This is an optimization exercise on Yosys and OpenROAD, whose aim is small area, not a production implementation.
RTL that was checked went through simulation tests only; none was proved equivalent to the original.
No functional check of the RTL was part of runs 3 and 4.
Power and IR drop assume default switching activity.

$ cat design/flow/design.v
module IPF ( clk, reset, in_en, din, ipf_type, ipf_band_pos, ipf_wo_class, ipf_offset, lcu_x, lcu_y, lcu_size, busy, out_en, dout, dout_addr, finish);
    input   clk;
    input   reset;
    input   in_en;
    input   [7:0]  din;
    input   [1:0]  ipf_type;
    input   [4:0]  ipf_band_pos;
    input          ipf_wo_class;
    input   [15:0] ipf_offset;
    input   [2:0]  lcu_x;
    input   [2:0]  lcu_y;
    input   [1:0]  lcu_size;
    output busy;
    output finish;
    output out_en;
    output [7:0] dout;
    output [13:0] dout_addr;
    reg [1:0] size;
    always @(posedge clk) size <= lcu_size;
    wire s16 = ~(size[1] | size[0]);     
    wire s32 = size[0];
    reg [6:0] ox, oy;
    reg started, fin;
    wire [6:0] mask = s16 ? 7'h0f : s32 ? 7'h1f : 7'h3f;
    wire col_end  = &(ox | ~mask);
    wire col_zero = ~(|(ox & mask));
    wire row_end  = &(oy | ~mask);
    wire row_pen  = &(oy | ~mask | 7'd1) & ~oy[0];
    wire row_zero = ~(|(oy & mask));
    wire n_col_zero = col_end;
    wire n_col_one  = col_zero;
    wire n_row_end  = col_end ? row_pen : row_end;
    wire n_row_zero = col_end ? row_end : row_zero;
    wire new_lcu = started & row_end & col_end;
    wire [6:0] lx = s16 ? {lcu_x, 4'd0} : s32 ? {lcu_x[1:0], 5'd0} : {lcu_x[0], 6'd0};
    wire [6:0] ly = s16 ? {lcu_y, 4'd0} : s32 ? {lcu_y[1:0], 5'd0} : {lcu_y[0], 6'd0};
    wire [6:0] ox_inc = ox + 7'd1;
    wire [6:0] oy_inc = oy + 7'd1;
    always @(posedge clk or posedge reset) begin
        if (reset) begin
            ox <= 7'd0;
            oy <= 7'h7f;
            started <= 1'b0;
            fin <= 1'b0;
        end
        else begin
            started <= started | in_en;
            if (started) ox <= (ox_inc & mask) | ((new_lcu ? lx : ox) & ~mask);
            if (started & col_end) oy <= (oy_inc & mask) | ((new_lcu ? ly : oy) & ~mask);
            if (~in_en & started & row_end & col_end) fin <= 1'b1;
        end
    end
    assign finish = fin;
    assign busy = fin;
    assign out_en = 1'b1;
    assign dout_addr = {oy, ox};
    wire [4:0] band = din[7:3];
    wire [4:0] bd = band - ipf_band_pos;
    wire prot = (bd == 5'd0) | (bd == 5'd31) | ((bd == 5'd1) & ~(&ipf_band_pos));
    reg [7:0] r0, r1;                  
    reg [7:0] la [1:63];               
    reg [7:0] lb [1:64];               
    wire [7:0] c = s16 ? la[15] : s32 ? la[31] : la[63];    
    wire [7:0] a = s16 ? lb[16] : s32 ? lb[32] : lb[64];    
    wire [7:0] ea = ipf_wo_class ? a : r1;
    wire [7:0] ec = ipf_type[0] ? din : ipf_wo_class ? c : r0;
    wire [7:0] eb = din;
    function carry8;
        input [7:0] x, y;
        input cin;
        integer k;
        begin
            carry8 = cin;
            for (k = 0; k < 8; k = k + 1)
                carry8 = (x[k] & y[k]) | (carry8 & (x[k] | y[k]));
        end
    endfunction
    wire [8:0] esum = ea + eb;
    wire [7:0] em = esum[8:1];
    wire c_lt_m = carry8(em, ~ec, 1'b0);      
    wire c_gt_m = carry8(ec, ~em, 1'b0);      
    wire ua = carry8(ea, ~ec, c_gt_m);
    wire ub = carry8(eb, ~ec, c_gt_m);
    reg [3:0] eoff;
    always @(*) begin
        if (ipf_type[0])
            case (band[1:0])
                2'd0: eoff = ipf_offset[15:12];
                2'd1: eoff = ipf_offset[11:8];
                2'd2: eoff = ipf_offset[7:4];
                default: eoff = ipf_offset[3:0];
            endcase
        else if (c_lt_m & ua & ub)   eoff = ipf_offset[15:12];
        else if (c_gt_m & ~ua & ~ub) eoff = ipf_offset[3:0];
        else if (c_lt_m)             eoff = ipf_offset[11:8];
        else if (c_gt_m)             eoff = ipf_offset[7:4];
        else                         eoff = 4'd0;
    end
    wire [8:0] esum9 = {1'b0, ec} + {1'b0, {4{eoff[3]}}, eoff};
    wire [7:0] eout = esum9[7:0];
    wire [7:0] bsat = (esum9[8] ^ eoff[3]) ? {8{~eoff[3]}} : eout;
    wire [7:0] bout = (ipf_type[0] & ~prot) ? bsat : din;
    wire eo = ipf_type[1];               
    wire h_act = eo & ~ipf_wo_class & ~n_col_zero & ~n_col_one;
    wire v_act = eo & ipf_wo_class & ~n_row_end & ~n_row_zero;
    reg [7:0] dout_r;
    assign dout = dout_r;
    integer i;
    always @(posedge clk) begin
        dout_r <= v_act ? eout : c;
        r0 <= bout;
        r1 <= r0;
        la[1] <= h_act ? eout : r0;
        for (i = 2; i <= 63; i = i + 1) la[i] <= la[i-1];
        lb[1] <= c;
        for (i = 2; i <= 64; i = i + 1) lb[i] <= lb[i-1];
    end
endmodule
$ cat design/flow/flow/remap.tcl
# Re-map the combinational logic of the standard synthesis netlist
# (IN_V) with ABC, keeping every flip-flop instance (name, cell and
# connections) and the tie cells exactly as they are. ABC_SEED picks the
# random seed of ABC's &deepsyn. Writes OUT_V.
set lib $::env(FLOW_HOME)/platforms/sky130hd/lib/sky130_fd_sc_hd__tt_025C_1v80.lib
set seed $::env(ABC_SEED)
set script "+strash;&get,-n;&deepsyn,-J,50,-S,$seed;&put;ifraig;scorr;dc2;strash;&get,-n;&dch,-f;&nf,-a,-R,1000;&put"
yosys read_liberty -ignore_miss_func $lib
yosys read_verilog $::env(IN_V)
yosys hierarchy -top $::env(FLOW_TOP)
yosys setattr -mod -set keep_hierarchy 1 {sky130_fd_sc_hd__df*} {sky130_fd_sc_hd__conb_1}
yosys flatten
yosys opt_clean -purge
yosys abc -script $script -liberty $lib -dont_use sky130_fd_sc_hd__lpflow_bleeder_1 -dont_use sky130_fd_sc_hd__lpflow_clkbufkapwr_1 -dont_use sky130_fd_sc_hd__lpflow_clkbufkapwr_16 -dont_use sky130_fd_sc_hd__lpflow_clkbufkapwr_2 -dont_use sky130_fd_sc_hd__lpflow_clkbufkapwr_4 -dont_use sky130_fd_sc_hd__lpflow_clkbufkapwr_8 -dont_use sky130_fd_sc_hd__lpflow_clkinvkapwr_1 -dont_use sky130_fd_sc_hd__lpflow_clkinvkapwr_16 -dont_use sky130_fd_sc_hd__lpflow_clkinvkapwr_2 -dont_use sky130_fd_sc_hd__lpflow_clkinvkapwr_4 -dont_use sky130_fd_sc_hd__lpflow_clkinvkapwr_8 -dont_use sky130_fd_sc_hd__lpflow_decapkapwr_12 -dont_use sky130_fd_sc_hd__lpflow_decapkapwr_3 -dont_use sky130_fd_sc_hd__lpflow_decapkapwr_4 -dont_use sky130_fd_sc_hd__lpflow_decapkapwr_6 -dont_use sky130_fd_sc_hd__lpflow_decapkapwr_8 -dont_use sky130_fd_sc_hd__lpflow_inputiso0n_1 -dont_use sky130_fd_sc_hd__lpflow_inputiso0p_1 -dont_use sky130_fd_sc_hd__lpflow_inputiso1n_1 -dont_use sky130_fd_sc_hd__lpflow_inputiso1p_1 -dont_use sky130_fd_sc_hd__lpflow_inputisolatch_1 -dont_use sky130_fd_sc_hd__lpflow_isobufsrc_1 -dont_use sky130_fd_sc_hd__lpflow_isobufsrc_16 -dont_use sky130_fd_sc_hd__lpflow_isobufsrc_2 -dont_use sky130_fd_sc_hd__lpflow_isobufsrc_4 -dont_use sky130_fd_sc_hd__lpflow_isobufsrc_8 -dont_use sky130_fd_sc_hd__lpflow_isobufsrckapwr_16 -dont_use sky130_fd_sc_hd__lpflow_lsbuf_lh_hl_isowell_tap_1 -dont_use sky130_fd_sc_hd__lpflow_lsbuf_lh_hl_isowell_tap_2 -dont_use sky130_fd_sc_hd__lpflow_lsbuf_lh_hl_isowell_tap_4 -dont_use sky130_fd_sc_hd__lpflow_lsbuf_lh_isowell_4 -dont_use sky130_fd_sc_hd__lpflow_lsbuf_lh_isowell_tap_1 -dont_use sky130_fd_sc_hd__lpflow_lsbuf_lh_isowell_tap_2 -dont_use sky130_fd_sc_hd__lpflow_lsbuf_lh_isowell_tap_4 -dont_use sky130_fd_sc_hd__probe_p_8 -dont_use sky130_fd_sc_hd__probec_p_8 
yosys opt_clean -purge
yosys setattr -mod -set blackbox 1 {sky130_fd_sc_hd__*}
yosys write_verilog -noattr -nohex -nodec $::env(OUT_V)
# read the result back on its own and check that it is fully mapped
yosys design -reset
yosys read_liberty -lib $lib
yosys read_verilog $::env(OUT_V)
yosys hierarchy -check -top $::env(FLOW_TOP)
yosys check -assert -mapped
yosys tee -o $::env(OUT_V).stat stat -liberty $lib
$ cat design/flow/config.mk
export PLATFORM = sky130hd
export DESIGN_NAME = IPF
export DESIGN_NICKNAME = IPF
export VERILOG_FILES = /design/flow/design.v
export SDC_FILE = /design/flow/constraint.sdc
export NUM_CORES = 4
export LEC_CHECK = 0
export ABC_AREA = 1
export CAP_MARGIN = 20
export CORE_MARGIN = 2
export CORE_UTILIZATION = 70
export CTS_BUF_LIST = sky130_fd_sc_hd__clkbuf_4
export CTS_CLUSTER_DIAMETER = 30
export CTS_CLUSTER_SIZE = 10
export GPL_TIMING_DRIVEN = 0
export PLACE_DENSITY = 0.8
export SLEW_MARGIN = 20
$ cat design/flow/standard.sh
#!/bin/bash
# synth_recipe.tcl (not shown) runs the flow's synth.tcl, then flattens the netlist and writes it again
# the make line also repeats each setting of config.mk as NAME=value (left out here)
make -C /OpenROAD-flow-scripts/flow DESIGN_CONFIG=/design/flow/config.mk WORK_HOME=/design/flow/orfs CLKGATE_MAP_FILE= SYNTH_SCRIPT=/design/flow/synth_recipe.tcl "${@:-finish}"
$ cat design/flow/constraint.sdc
create_clock -name core_clock -period 10.0 [get_ports {clk}]
set_input_delay 2.0000 -clock core_clock [delete_from_list [all_inputs] [get_ports {clk}]]
set_output_delay 2.0000 -clock core_clock [all_outputs]
set_load 0.01 [all_outputs]
$ cat design/flow/flow/run.sh
#!/bin/bash
# Layout flow: the standard flow (standard.sh) with these changes:
#  - after the standard synthesis, its combinational logic is re-mapped by
#    ABC (flow/remap.tcl) with a few random seeds of &deepsyn, and the
#    smallest result is used; the flip-flops are left as they are and
#    checked to be identical, else the standard netlist is kept;
#  - the port buffers use the smallest buffer cell (buf_1);
#  - clock tree synthesis inserts no dummy loads.
# Each tool's output goes to a log file in this folder; ORFS also keeps its
# per-step logs under orfs/logs.
set -euo pipefail
export BUFFER_PORTS_ARGS="-buffer_cell sky130_fd_sc_hd__buf_1"
export CTS_ARGS="-sink_clustering_enable -repair_clock_nets -sink_clustering_size 12 -sink_clustering_max_diameter 30 -buf_list {sky130_fd_sc_hd__clkbuf_4} -dont_use_dummy_load"

bash standard.sh synth > synth.log 2>&1

res=orfs/results/$FLOW_PLATFORM/IPF/base
cp $res/1_2_yosys.v standard_synth.v

flops() { grep -oE '^ *sky130_fd_sc_hd__(df|ed|sd)[a-z0-9_]+ [^ ]+' "$1" | sort; }
nflops=$(flops standard_synth.v | wc -l)

# re-map with seeds 0..7, four at a time
for batch in "0 1 2 3" "4 5 6 7"; do
  for s in $batch; do
    ABC_SEED=$s IN_V=standard_synth.v OUT_V=remap_$s.v timeout 1200 yosys -c flow/remap.tcl > remap_$s.log 2>&1 &
  done
  wait || true
done

best=""; best_area=""
for s in 0 1 2 3 4 5 6 7; do
  [ -s remap_$s.v ] && [ -s remap_$s.v.stat ] || continue
  [ "$nflops" -gt 0 ] && cmp -s <(flops standard_synth.v) <(flops remap_$s.v) || continue
  area=$(grep "Chip area" remap_$s.v.stat | awk '{print $NF}')
  if [ -z "$best" ] || awk "BEGIN{exit !($area < $best_area)}"; then best=$s; best_area=$area; fi
done

if [ -n "$best" ]; then
  echo "re-mapped netlist of seed $best used (cell area $best_area); flip-flops identical: $nflops" > remap_check.log
  cp remap_$best.v $res/1_2_yosys.v
  touch $res/1_2_yosys.v
else
  echo "re-mapping failed or changed flip-flops; standard netlist kept" > remap_check.log
fi

bash standard.sh > flow.log 2>&1
==> results_dict.tcl, run 1 <==
set metrics [dict create \
    regArea_sq_um 21300 \
    std_cell_rows 66 \
    drt_wl_total_um 32700 \
    hpwlAfterDp_um 20900 \
    postRouteAntennaNets 0 \
    cts_buffers 118 \
    cts.htree.levels 3 \
    antenna_found_initial 2 \
    cts.clk_slew.worst_paths_ns 0.11 \
    ios 68 \
    clockBufferDepth 3 \
    fmax_ghz 0.105 \
    timing.final.crit_share 0.950 \
    hold_path_class "register to register" \
    drv_slew 0 \
    slowest_delay_ns 0.42 \
    cap_violations 0 \
    drcViolationCount 0 \
    grt_pass1_vias 10200 \
    grt_start_max_net_pins 28 \
    wl_per_cell_um 16.2 \
    path_buf_inv 2 \
    place_congestion 0.822 \
    grt_first_pass_wirelength_um 52000 \
    area.growth.synth_to_final_pct 7.80 \
    dpl_cell_area_sq_um 24100 \
    design.core.area_sq_um 32600 \
    finalNonFillerCells 2024 \
    cpLargestDelayFamily "compound AO/OA/AOI/OAI gates" \
    clkLatencyLatePin_ns 0.75 \
    maxSlewHeadroom 0.203 \
    crit_path_frequent_cell "maj3_1" \
    netlist_area_sq_um 23300 \
    num_vias 9904 \
    cts_tree "yes" \
    via_per_inst 4.89 \
    clock-sinks 1058 \
    syn_inst 1394 \
    multi_input_comb_area_sq_um 2050 \
    status "finished clean" \
    dieHeight_um 186 \
    io_buffers 66 \
    syn_area_per_cell_sq_um 16.7 \
    drtIter0Drc 592 \
    crit_required_ns 10.58 \
    ff2ff_setup_slack_ns 0.81 \
    fin_util 0.769 \
    synth_fp_nets 1437 \
    first_pass_iters 8 \
    end_kind "register" \
    fillers 1844 \
    critPathArrivalTime_ns 10.08 \
    irDropWorstVdd_uv 176 \
    die_x_um 186 \
    dp_cells 1903 \
    yosysWarnings 3 \
    setup_violations 0 \
    final_nets 1626 \
    start_util 0.714 \
    ctsRootBufferMaster "clkbuf_4" \
    finalHoldViolations 0 \
    finalClockSkew_ns 0.105 \
    fin_area_sq_um 25100 \
    cp_max_fo 14 \
    grt_overflow 0 \
    start_kind "input pin" \
    p_leak_nw 10.2 \
    min_period_ns 9.50 \
    critPathSlowestCell "maj3_1" \
    tightest_slew_ns 1.20 \
    power.density_nw_per_um2 292 \
    layout-drive-gt1-share 0.0930 \
    tns_ns 0 \
    die_area_sq_um 34700 \
    critPathKind "input pin to register" \
    grt_usage 0.192 \
]
-- path summary, 6_finish.rpt --
check | cells after the start | from | endpoint
setup / recovery | 40 | ipf_wo_class | r0[5]$_DFF_P_
hold / removal | 0 | la[1][6]$_DFF_P_ | la[2][6]$_DFF_P_
setup reg to reg | 39 | size[0]$_DFF_P_ | r0[5]$_DFF_P_
hold reg to reg | 0 | la[1][6]$_DFF_P_ | la[2][6]$_DFF_P_
max in group asynchronous | 2 | reset | oy[2]$_DFFE_PP1P_
min in group asynchronous | 2 | reset | async pin
-- flip-flops by register name, indices dropped and copies added, names as in the netlist, named ones only --
signal and cells:
dout_r 8, fin 1, la 504, lb 512, ox 5, oy 5
r0 8, r1 8, size 2, started 1
-- through the flow --
| step | total power, W | worst slack (ns) | hold WS, ns |
|---|---|---|---|
| final | 0.00732 | 0.497 | 0.258 |
| after global routing | 0.00766 | -0.0580 | 0.257 |
| after CTS | 0.00739 | 0.0572 | 0.262 |
| after detailed placement | 0.00575 | -1.97 | 0.312 |
| after global placement | 0.00568 | -1.73 | 0.310 |
| after floorplan | 0.00550 | 0.520 | 0.310 |
-- report_power, final --
group	internal [W]	switching (W)	leakage, nW
registers	0.00503	0.000242	8.80
logic	0.000151	0.000251	0.869
clock network	0.000542	0.00111	0.543
total	0.00572	0.00160	10.2
-- routing by layer --
| layer | GRT usage | part of all wire | routed length (um) |
|---|---|---|---|
| met3 | 0.0453 | 0.050 | 1630 |
| met2 | 0.292 | 0.45 | 14800 |
| met5 | 0 | 0 | 0 |
| met4 | 0.0797 | 0.019 | 621 |
| met1 | 0.271 | 0.48 | 15600 |
-- cell type report --
class                   count  area share
repair buffers             68      0.0105
multi-input cells         322      0.0818
well taps                 442      0.0220
inverters                  14     0.00264
diodes                      1   0.0000997
clock buffers             118      0.0353
repair inverters            1    0.000199
flip-flops and latches   1058       0.847
-- placed cells by master, fill, tap and decap left out, types with 5 or more instances in the layout --
master    instances
a222oi_1         17
o21ai_0          12
mux2_1           10
buf_1            65
maj3_1            5
nand3_1           7
nand2_1          53
o22ai_1           9
dfxtp_1        1042
clkinv_1         13
clkbuf_4        118
xnor2_1          22
dfrtp_1           9
dfstp_2           7
a22oi_1          12
a31oi_1           6
nand2b_1          9
xor2_1           10
a21oi_1          39
nor2_1           49
-- timing repair --
item                       4_1_cts  5_1_grt
setup endpoints to repair       20       16
cloned                           0        1
hold buffers                     0        0
setup buffers                    0        1
pin swaps                        0        2
gates resized for setup         10       14
==> inputs of run 2 (changes only) <==
--- a/design/flow/flow/run.sh
+++ b/design/flow/flow/run.sh
@@ -11,5 +11,5 @@
 set -euo pipefail
 export BUFFER_PORTS_ARGS="-buffer_cell sky130_fd_sc_hd__buf_1"
-export CTS_ARGS="-sink_clustering_enable -repair_clock_nets -sink_clustering_size 12 -sink_clustering_max_diameter 30 -buf_list {sky130_fd_sc_hd__clkbuf_4} -dont_use_dummy_load"
+export CTS_ARGS="-sink_clustering_enable -repair_clock_nets -sink_clustering_size 11 -sink_clustering_max_diameter 30 -buf_list {sky130_fd_sc_hd__clkbuf_4} -dont_use_dummy_load"
 
 bash standard.sh synth > synth.log 2>&1
==> run 2 against run 1 <==
Against the previous run:
- sequential share of layout area down 0.059 points
- clock power is essentially flat
- via count is the same
- global-route usage barely moved
- combinational power is 1% lower
- worst hold slack improved by 0.015 ns
- critical path depth unchanged
- critical endpoint unchanged
- largest cell class unchanged
- largest power group unchanged
==> results_dict.tcl, run 2 <==
set metrics [dict create \
    layout-drive-gt1-share 0.0934 \
    tightest_slew_ns 1.11 \
    p_sw_frac 0.219 \
    maxSlewHeadroom 0.257 \
    syn_area_per_cell_sq_um 16.7 \
    netlist_area_sq_um 23300 \
    largest-register "lb" \
    place_ws_ns -1.97 \
    cts_buffers 121 \
    pwr-share-comb 0.054 \
    cap_violations 0 \
    seq_power_share 0.718 \
    grt_pass1_vias 10200 \
    area.growth.synth_to_final_pct 7.87 \
    ctsRootBufferMaster "clkbuf_4" \
    num_vias 9904 \
    antenna_found_initial 3 \
    drtIter0Drc 582 \
    grt_first_pass_wirelength_um 52000 \
    ios 68 \
    path_buf_inv 2 \
    grt_start_max_net_pins 28 \
    power_w 0.00734 \
    place_congestion 0.822 \
    crit_cells 40 \
    clkPwrFrac 0.228 \
    clkLatencyLatePin_ns 0.76 \
    final_common_cell "dfxtp_1" \
    critPathSlowestCell "maj3_1" \
    crit_required_ns 10.59 \
    syn_inst 1394 \
    cp_max_fo 14 \
    power.switching_w 0.00161 \
    cts.clk_slew.worst_paths_ns 0.10 \
    finalClockSkew_ns 0.105 \
    reg2reg_depth 39 \
    std_cell_rows 66 \
    slowest_delay_ns 0.42 \
    dr.max_layer_used "met4" \
    critPathArrivalTime_ns 10.08 \
    tns_ns 0 \
    critPathKind "input pin to register" \
    p_leak_nw 10.2 \
    hold_path_class "register to register" \
    start_kind "input pin" \
    clock-sinks 1058 \
    yosysWarnings 3 \
    setup_violations 0 \
    first_pass_iters 5 \
    io_buffers 66 \
    drt_wl_total_um 32800 \
    min_period_ns 9.50 \
    drcViolationCount 0 \
    design.core.area_sq_um 32600 \
    crit_path_frequent_cell "nor2_1" \
    top_regs "lb x512, la x504" \
    drt-met1-wl_um 15800 \
    die_x_um 186 \
    irDropWorstVdd_uv 173 \
    finalHoldViolations 0 \
    fin_ws_ns 0.503 \
    cts_tree "yes" \
    status "finished clean" \
    largest_register_ffs 512 \
    end_kind "register" \
    routed-wl-met2_um 14900 \
    clockBufferDepth 3 \
    fmax_ghz 0.105 \
    hpwlAfterDp_um 20900 \
    grt_overflow 0 \
    wl_met3_um 1560 \
    holdPathStages 0 \
    dieHeight_um 186 \
    grt_usage 0.192 \
    synth_fp_nets 1437 \
    timing.final.crit_share 0.950 \
    via_per_inst 4.88 \
    final_cell_mix "dfxtp_1 (1,042), clkbuf_4 (121), buf_1 (65)" \
    internal_power_w 0.00573 \
    cpLargestDelayFamily "compound AO/OA/AOI/OAI gates" \
    cts.htree.levels 3 \
    die_area_sq_um 34700 \
    start_util 0.714 \
    drv_slew 0 \
    rsz0062_at_grt "true" \
    final_nets 1629 \
    cts.hold.buffers_added 0 \
    wl_per_cell_um 16.2 \
    postRouteAntennaNets 0 \
    power.density_nw_per_um2 292 \
]
==> run 2: power groups by stage <==
stage	clock network [W]	registers, W	logic [W]
2_1_floorplan	0	0.00526	0.000241
6_report	0.00167	0.00527	0.000398
3_5_place_dp	0	0.00537	0.000378
3_3_place_gp	0	0.00531	0.000370
5_1_grt	0.00190	0.00535	0.000435
4_1_cts	0.00174	0.00528	0.000382
==> run 2: final timing paths <==
kind | end | from | slack [ns]
max in group asynchronous | oy[3]$_DFFE_PP1P_ | reset | 8.39
setup reg to reg | r0[5]$_DFF_P_ | size[0]$_DFF_P_ | 0.88
hold / removal | la[2][6]$_DFF_P_ | la[1][6]$_DFF_P_ | 0.27
setup / recovery | r0[5]$_DFF_P_ | ipf_wo_class | 0.50
hold reg to reg | la[2][6]$_DFF_P_ | la[1][6]$_DFF_P_ | 0.27
min in group asynchronous | async pin | reset | 1.22
==> run 2: metrics by stage <==
step | hold WS [ns] | cell area, sq um | cells | utilization
global placement | 0.310 | 24100 | 1902 | 0.738
detailed placement | 0.312 | 24100 | 1903 | 0.739
finish | 0.273 | 25100 | 2028 | 0.770
CTS | 0.269 | 25000 | 2024 | 0.767
floorplan | 0.310 | 23300 | 1394 | -
global route | 0.271 | 25100 | 2028 | 0.770
==> run 2: routing by layer <==
metal	GRT usage	vias to the layer above
met1	0.270	4728
met3	0.0472	54
met5	0	-
met2	0.291	224
met4	0.0772	0
li1	-	4898
==> run 2: layout make-up <==
type / instances / area [sq um]
well taps: 442 / 553
repair buffers: 68 / 264
repair inverters: 1 / 5.00
flip-flops and latches: 1058 / 21300
multi-input cells: 322 / 2050
clock buffers: 121 / 908
diodes: 2 / 5.00
fillers: 1851 / 7500
inverters: 14 / 66.3
==> run 2: worst reg2reg max path: cells and delay by family (launching register included) <==
family                   cells  cell delay, ns
AO/OA/AOI/OAI               16            3.08
XOR/XNOR                     2            0.32
adder cells (fa/ha/maj)      4            1.62
buffers and inverters        1            0.50
flip-flops                   1            0.86
multiplexers                 1            0.36
AND/OR/NAND/NOR             15            2.24
==> run 2: what timing repair did <==
item | CTS | global route
endpoints found under the setup margin | 20 | 16
resized for setup | 9 | 13
buffers inserted | 0 | 1
gates cloned | 0 | 1
pin swaps | 0 | 2
==> inputs of run 3 (changes only) <==
--- a/design/flow/design.v
+++ b/design/flow/design.v
@@ -16,8 +16,6 @@
     output [7:0] dout;
     output [13:0] dout_addr;
-    reg [1:0] size;
-    always @(posedge clk) size <= lcu_size;
-    wire s16 = ~(size[1] | size[0]);     
-    wire s32 = size[0];
+    wire s16 = ~(lcu_size[1] | lcu_size[0]);     
+    wire s32 = lcu_size[0];
     reg [6:0] ox, oy;
     reg started, fin;
@@ -37,8 +35,16 @@
     wire [6:0] ox_inc = ox + 7'd1;
     wire [6:0] oy_inc = oy + 7'd1;
+    always @(posedge clk) begin
+        if (~started) begin
+            ox <= 7'd0;
+            oy <= 7'h7f;
+        end
+        else begin
+            ox <= (ox_inc & mask) | ((new_lcu ? lx : ox) & ~mask);
+            if (col_end) oy <= (oy_inc & mask) | ((new_lcu ? ly : oy) & ~mask);
+        end
+    end
     always @(posedge clk or posedge reset) begin
         if (reset) begin
-            ox <= 7'd0;
-            oy <= 7'h7f;
             started <= 1'b0;
             fin <= 1'b0;
@@ -46,6 +52,4 @@
         else begin
             started <= started | in_en;
-            if (started) ox <= (ox_inc & mask) | ((new_lcu ? lx : ox) & ~mask);
-            if (started & col_end) oy <= (oy_inc & mask) | ((new_lcu ? ly : oy) & ~mask);
             if (~in_en & started & row_end & col_end) fin <= 1'b1;
         end
--- a/design/flow/flow/run.sh
+++ b/design/flow/flow/run.sh
@@ -11,5 +11,5 @@
 set -euo pipefail
 export BUFFER_PORTS_ARGS="-buffer_cell sky130_fd_sc_hd__buf_1"
-export CTS_ARGS="-sink_clustering_enable -repair_clock_nets -sink_clustering_size 11 -sink_clustering_max_diameter 30 -buf_list {sky130_fd_sc_hd__clkbuf_4} -dont_use_dummy_load"
+export CTS_ARGS="-sink_clustering_enable -repair_clock_nets -sink_clustering_size 10 -sink_clustering_max_diameter 30 -buf_list {sky130_fd_sc_hd__clkbuf_4} -dont_use_dummy_load"
 
 bash standard.sh synth > synth.log 2>&1
--- a/design/flow/config.mk
+++ b/design/flow/config.mk
@@ -13,5 +13,4 @@
 export CTS_CLUSTER_DIAMETER = 30
 export CTS_CLUSTER_SIZE = 10
-export GPL_TIMING_DRIVEN = 0
 export PLACE_DENSITY = 0.8
 export SLEW_MARGIN = 20
==> run 3 against run 2 <==
Against the previous run:
- non-clock buffer count up 43
- worst hold slack lost 0.038 ns
- die area shrank 0.33%
- clock power grew 5%
- total power up 2.9%
- clock skew grew 0.0057 ns
- flip-flop and latch count down 2
- synthesized cell count rose by 1.4%
- fmax decreased by 0.15%
- cell count grew 3.6%
- largest cell class unchanged
- largest power group unchanged
==> results_dict.tcl, run 3 <==
set metrics [dict create \
    antenna_found_initial 2 \
    cts_resized 0 \
    fillers 1807 \
    syn_inst 1414 \
    syn_area_per_cell_sq_um 16.4 \
    via_per_inst 4.83 \
    ctsRootBufferMaster "clkbuf_4" \
    hpwlAfterDp_um 22100 \
    crit_path_frequent_cell "maj3_1" \
    area.growth.synth_to_final_pct 9.39 \
    largest-register "lb" \
    power_w 0.00755 \
    fmax_ghz 0.105 \
    first_pass_iters 5 \
    die_x_um 186 \
    final_nets 1702 \
    finalClockSkew_ns 0.111 \
    status "finished clean" \
    cts.hold.buffers_added 0 \
    cap_violations 0 \
    grt_pass1_vias 10400 \
    std_cell_rows 66 \
    dieHeight_um 186 \
    ios 68 \
    min_period_ns 9.51 \
    start_util 0.711 \
    setup_violations 0 \
    num_vias 10100 \
    clockBufferDepth 3 \
    io_buffers 66 \
    irDropWorstVdd_uv 192 \
    cp_max_fo 3 \
    yosysWarnings 3 \
    clock-sinks 1056 \
    crit_required_ns 10.62 \
    cts.clk_slew.worst_paths_ns 0.09 \
    die_area_sq_um 34600 \
    grt_start_max_net_pins 23 \
    drcViolationCount 0 \
    synth_fp_nets 1457 \
    cts_buffers 132 \
    finalNonFillerCells 2101 \
    end_kind "register" \
    critPathArrivalTime_ns 10.13 \
    critPathKind "input pin to register" \
    grt_overflow 0 \
    top_regs "lb x512, la x504" \
    cts.htree.levels 4 \
    drtIter0Drc 521 \
    wl_per_cell_um 16.4 \
    dp_cells 1967 \
    cts_tree "yes" \
    holdWs_ns 0.235 \
    power.density_nw_per_um2 297 \
    post-cts-setup-buffer-count 0 \
    p_leak_nw 10.4 \
    grt_first_pass_wirelength_um 53200 \
    final_cell_mix "dfxtp_1 (1,054), clkbuf_4 (132), buf_1 (63)" \
    drt_wl_total_um 34400 \
    largest_register_ffs 512 \
    tightest_slew_ns 0.814 \
    maxSlewHeadroom 0.457 \
    postRouteAntennaNets 0 \
    place_congestion 0.887 \
    start_kind "input pin" \
    layout-drive-gt1-share 0.114 \
    netlist_area_sq_um 23200 \
    slowest_delay_ns 0.43 \
    critPathSlowestCell "maj3_1" \
    clkLatencyLatePin_ns 0.84 \
    hold_path_class "register to register" \
    grt_usage 0.208 \
    final_common_cell "dfxtp_1" \
    design.core.area_sq_um 32600 \
    drv_slew 0 \
    finalHoldViolations 0 \
    timing.final.crit_share 0.951 \
]
[run 3: cell types whose count changed in the layout (fill, tap and decap cells not counted), sizes merged, moves of 6 or more]
cell | previous run | this run
clkbuf | 122 | 135
nand3 | 7 | 20
dfxtp | 1042 | 1054
o21ai | 12 | 26
dfrtp | 9 | 2
mux2 | 10 | 4
buf | 67 | 108
clkinv | 14 | 23
a222oi | 17 | 10
o22ai | 10 | 20
dfstp | 7 | 0
[run 3: path summary, 6_finish.rpt]
kind                                        start                 to  slack, ns  cells after the start
worst max-delay path                  lcu_size[1]      r0[3]$_DFF_P_       0.49                     41
worst min register to register   la[1][2]$_DFF_P_   la[2][2]$_DFF_P_       0.24                      0
min in group asynchronous                   reset    fin$_DFFE_PP0P_       1.03                      2
worst max register to register  lb[32][1]$_DFF_P_      r0[3]$_DFF_P_       1.83                     37
max in group asynchronous                   reset  started$_DFF_PP0_       8.87                      2
worst min-delay path             la[1][2]$_DFF_P_   la[2][2]$_DFF_P_       0.24                      0
[run 3: metal layers]
layer / GRT usage / up-vias / share of wire
met1: 0.265 / 4765 / 0.45
li1: - / 5060 / -
met5: 0 / - / 0
met2: 0.336 / 244 / 0.48
met3: 0.0550 / 70 / 0.043
met4: 0.0957 / 0 / 0.027
[run 3: worst max-delay path, delay by kind of cell]
family	cells	cell delay, ns
AOI/OAI and AO/OA	17	2.89
xor gates and xnor gates	2	0.31
adders and majority gates	7	2.72
buffers and inverters	3	0.39
muxes	1	0.32
and+or+nand+nor	11	1.48
[run 3: where the power goes]
part | internal, W | total, W | switching (W)
Sequential | 0.00503 | 0.00530 | 0.000277
Combinational | 0.000199 | 0.000491 | 0.000292
Clock | 0.000611 | 0.00175 | 0.00114
Total | 0.00584 | 0.00755 | 0.00171
[run 3: final cells by class]
type | count | area (sq um) | area share
flip-flops and latches | 1056 | 21200 | 0.833
multi-input cells | 335 | 2010 | 0.0791
well taps | 442 | 553 | 0.0218
repair buffers | 111 | 589 | 0.0232
clock buffers | 132 | 991 | 0.0390
diodes | 2 | 5.00 | 0.000197
inverters | 23 | 86.3 | 0.00340
[run 3: through the flow]
stage	area [sq um]	TNS (ns)	util	setup slack (ns)
detailed placement	24400	-4.84	0.747	-0.481
floorplan	23200	0	-	0.0118
finish	25400	0	0.778	0.489
global placement	24400	-2.49	0.747	-0.285
global route	25400	-0.00329	0.778	-0.00329
CTS	25300	0	0.777	0.290
==> inputs of run 4 (changes only) <==
--- a/design/flow/config.mk
+++ b/design/flow/config.mk
@@ -13,4 +13,5 @@
 export CTS_CLUSTER_DIAMETER = 30
 export CTS_CLUSTER_SIZE = 10
+export GPL_TIMING_DRIVEN = 0
 export PLACE_DENSITY = 0.8
 export SLEW_MARGIN = 20
==> run 4 against run 3 <==
Against the previous run:
- still clean
- count of clock-buffer cells in the layout unchanged
- combinational power decreased by 3%
- wire length decreased by 4.5%
- total power decreased by 0.56%
- global-route usage decreased by 1.2 points
- fmax decreased by 2.5%
- via count decreased by 0.81%
- worst setup slack got worse by 0.24 ns
- die area unchanged
- sequential share of layout area increased by 0.52 points
- synthesized cell count unchanged
- sequential power about the same
- highest routed layer is now met5
==> results_dict.tcl, run 4 <==
set metrics [dict create \
    status "finished clean" \
    critPathKind "input pin to register" \
    end_kind "register" \
    drtIter0Drc 437 \
    via_per_inst 4.87 \
    wl_per_cell_um 15.9 \
    cap_violations 0 \
    grt_usage 0.196 \
    design.core.area_sq_um 32600 \
    die_x_um 186 \
    p_leak_nw 10.3 \
    drv_slew 0 \
    clkLatencyLatePin_ns 0.80 \
    cp_max_fo 18 \
    place_congestion 0.869 \
    grt_pass1_vias 10200 \
    ctsRootBufferMaster "clkbuf_4" \
    power.density_nw_per_um2 298 \
    cts.clk_slew.worst_paths_ns 0.09 \
    first_pass_iters 5 \
    tightest_slew_ns 1.06 \
    netlist_area_sq_um 23200 \
    grt_first_pass_wirelength_um 50900 \
    cts.htree.levels 4 \
    critPathSlowestCell "maj3_1" \
    largest-register "lb" \
    final_cell_mix "dfxtp_1 (1,054), clkbuf_4 (132), buf_1 (63)" \
    hold_path_class "register to register" \
    start_util 0.711 \
    fillers 1889 \
    drcViolationCount 0 \
    crit_path_frequent_cell "maj3_1" \
    syn_inst 1414 \
    maxSlewHeadroom 0.296 \
    critPathArrivalTime_ns 10.43 \
    crit_required_ns 10.68 \
    finalHoldViolations 0 \
    die_area_sq_um 34600 \
    area.growth.synth_to_final_pct 8.71 \
    dieHeight_um 186 \
    num_vias 10100 \
    cts_buffers 132 \
    syn_area_per_cell_sq_um 16.4 \
    drt_wl_total_um 32800 \
    largest_register_ffs 512 \
    min_period_ns 9.75 \
    final_nets 1667 \
    fin_ws_ns 0.249 \
    postRouteAntennaNets 0 \
    clockBufferDepth 3 \
    fmax_ghz 0.103 \
    cts.hold.buffers_added 0 \
    std_cell_rows 66 \
    final_common_cell "dfxtp_1" \
    grt_start_max_net_pins 39 \
    dp_cells 1922 \
    hpwlAfterDp_um 20300 \
    timing.final.crit_share 0.975 \
    cts_tree "yes" \
    clock-sinks 1056 \
    holdWs_ns 0.276 \
    top_regs "lb x512, la x504" \
    start_kind "input pin" \
    finalNonFillerCells 2067 \
    setup_violations 0 \
    synth_fp_nets 1457 \
    ios 68 \
    layout-drive-gt1-share 0.105 \
    yosysWarnings 3 \
    slowest_delay_ns 0.40 \
    grt_overflow 0 \
    place_ws_ns -2.00 \
    io_buffers 66 \
    finalClockSkew_ns 0.0907 \
    antenna_found_initial 4 \
    irDropWorstVdd_uv 193 \
    power_w 0.00751 \
]
run 4: cell count changes in the layout (fill, tap and decap cells not counted), moves of 3 or more:
cell	delta
o22ai_1	-4
nand2_1	-3
o22ai_2	+4
buf_4	-35
run 4: critical path, delay by kind of cell:
kind | cells | cell delay (ns)
compound gates | 18 | 3.12
simple gates | 10 | 1.61
fa+ha+maj | 7 | 2.67
mux | 1 | 0.33
buf+inv | 2 | 0.36
xor+xnor | 2 | 0.32
run 4: what timing repair did:
action	4_1_cts	5_1_grt
endpoints found under the setup margin	18	16
buffers inserted	3	7
pin swaps	1	6
gates resized for setup	11	23
run 4: final cells by class:
cell class | count | area [sq um] | area share
sequential | 1056 | 21200 | 0.838
inverter | 23 | 86.3 | 0.00342
multi-input combinational | 335 | 2100 | 0.0832
timing repair buffer | 76 | 339 | 0.0134
antenna | 3 | 7.51 | 0.000298
tap | 442 | 553 | 0.0219
clock buffer | 132 | 991 | 0.0393
run 4: power breakdown:
group	switching (W)	total (W)	internal, W
registers	0.000258	0.00528	0.00503
logic	0.000293	0.000475	0.000183
clock network	0.00114	0.00175	0.000611
run 4: path summary, 6_finish.rpt:
check	startpoint	end	slack, ns	cells after the start
min in group asynchronous	reset	fin$_DFFE_PP0P_	1.05	2
setup / recovery	lcu_size[0]	r0[3]$_DFF_P_	0.25	40
hold / removal	lb[50][1]$_DFF_P_	lb[51][1]$_DFF_P_	0.28	0
max in group asynchronous	reset	started$_DFF_PP0_	8.85	2
hold reg to reg	lb[50][1]$_DFF_P_	lb[51][1]$_DFF_P_	0.28	0
setup reg to reg	r1[0]$_DFF_P_	r0[3]$_DFF_P_	1.59	37
run 4: layer usage:
layer | track usage | part of all wire | up-vias
li1 | - | - | 4995
met1 | 0.254 | 0.47 | 4773
met2 | 0.302 | 0.46 | 218
met3 | 0.0608 | 0.044 | 69
met4 | 0.0961 | 0.028 | 2
met5 | 0 | 0.00037 | -
run 4: metrics by stage:
step / area (sq um) / setup TNS, ns / utilization
floorplan: 23200 / 0 / -
detailed placement: 24000 / -32.28 / 0.736
global route: 25200 / -0.0560 / 0.773
CTS: 25100 / 0 / 0.769
global placement: 24000 / -40.45 / 0.736
finish: 25200 / 0 / 0.773

==> separate check: timing with driven ports <==
The flow's constraints put no driver on any port. The routed layouts listed below were extracted and timed again, unchanged, in two steps. Step 1 sets driving cells, clkbuf_16 on the clock port and buf_2 on the other inputs (assumed; they add their load-dependent delay and slew). Step 2 times the ports against the registers' clock, not the clock port: input delays grow and output delays shrink by t, the midpoint of the rising clock arrivals with the driver on. Slacks: ideal / step 1 / step 2; pairs: ideal / step 1.
run	t, ns	slack for setup (ns)	hold WS [ns]	worst slew at a driven data input, ns
run 1	0.744	0.497 / 0.488 / -0.257	0.258 / 0.258 / 0.258	0.08
run 2	0.748	0.503 / 0.490 / -0.258	0.273 / 0.273 / 0.273	0.08
run 3	0.817	0.489 / 0.516 / -0.301	0.235 / 0.235 / 0.235	0.07
run 4	0.804	0.249 / 0.278 / -0.527	0.276 / 0.276 / 0.276	0.10
With both steps, setup timing fails in every run listed, where it was met with ideal ports. For run 3, which loses most, drivers alone change the setup slack by +0.027 ns; drivers and shift together by -0.790 ns.
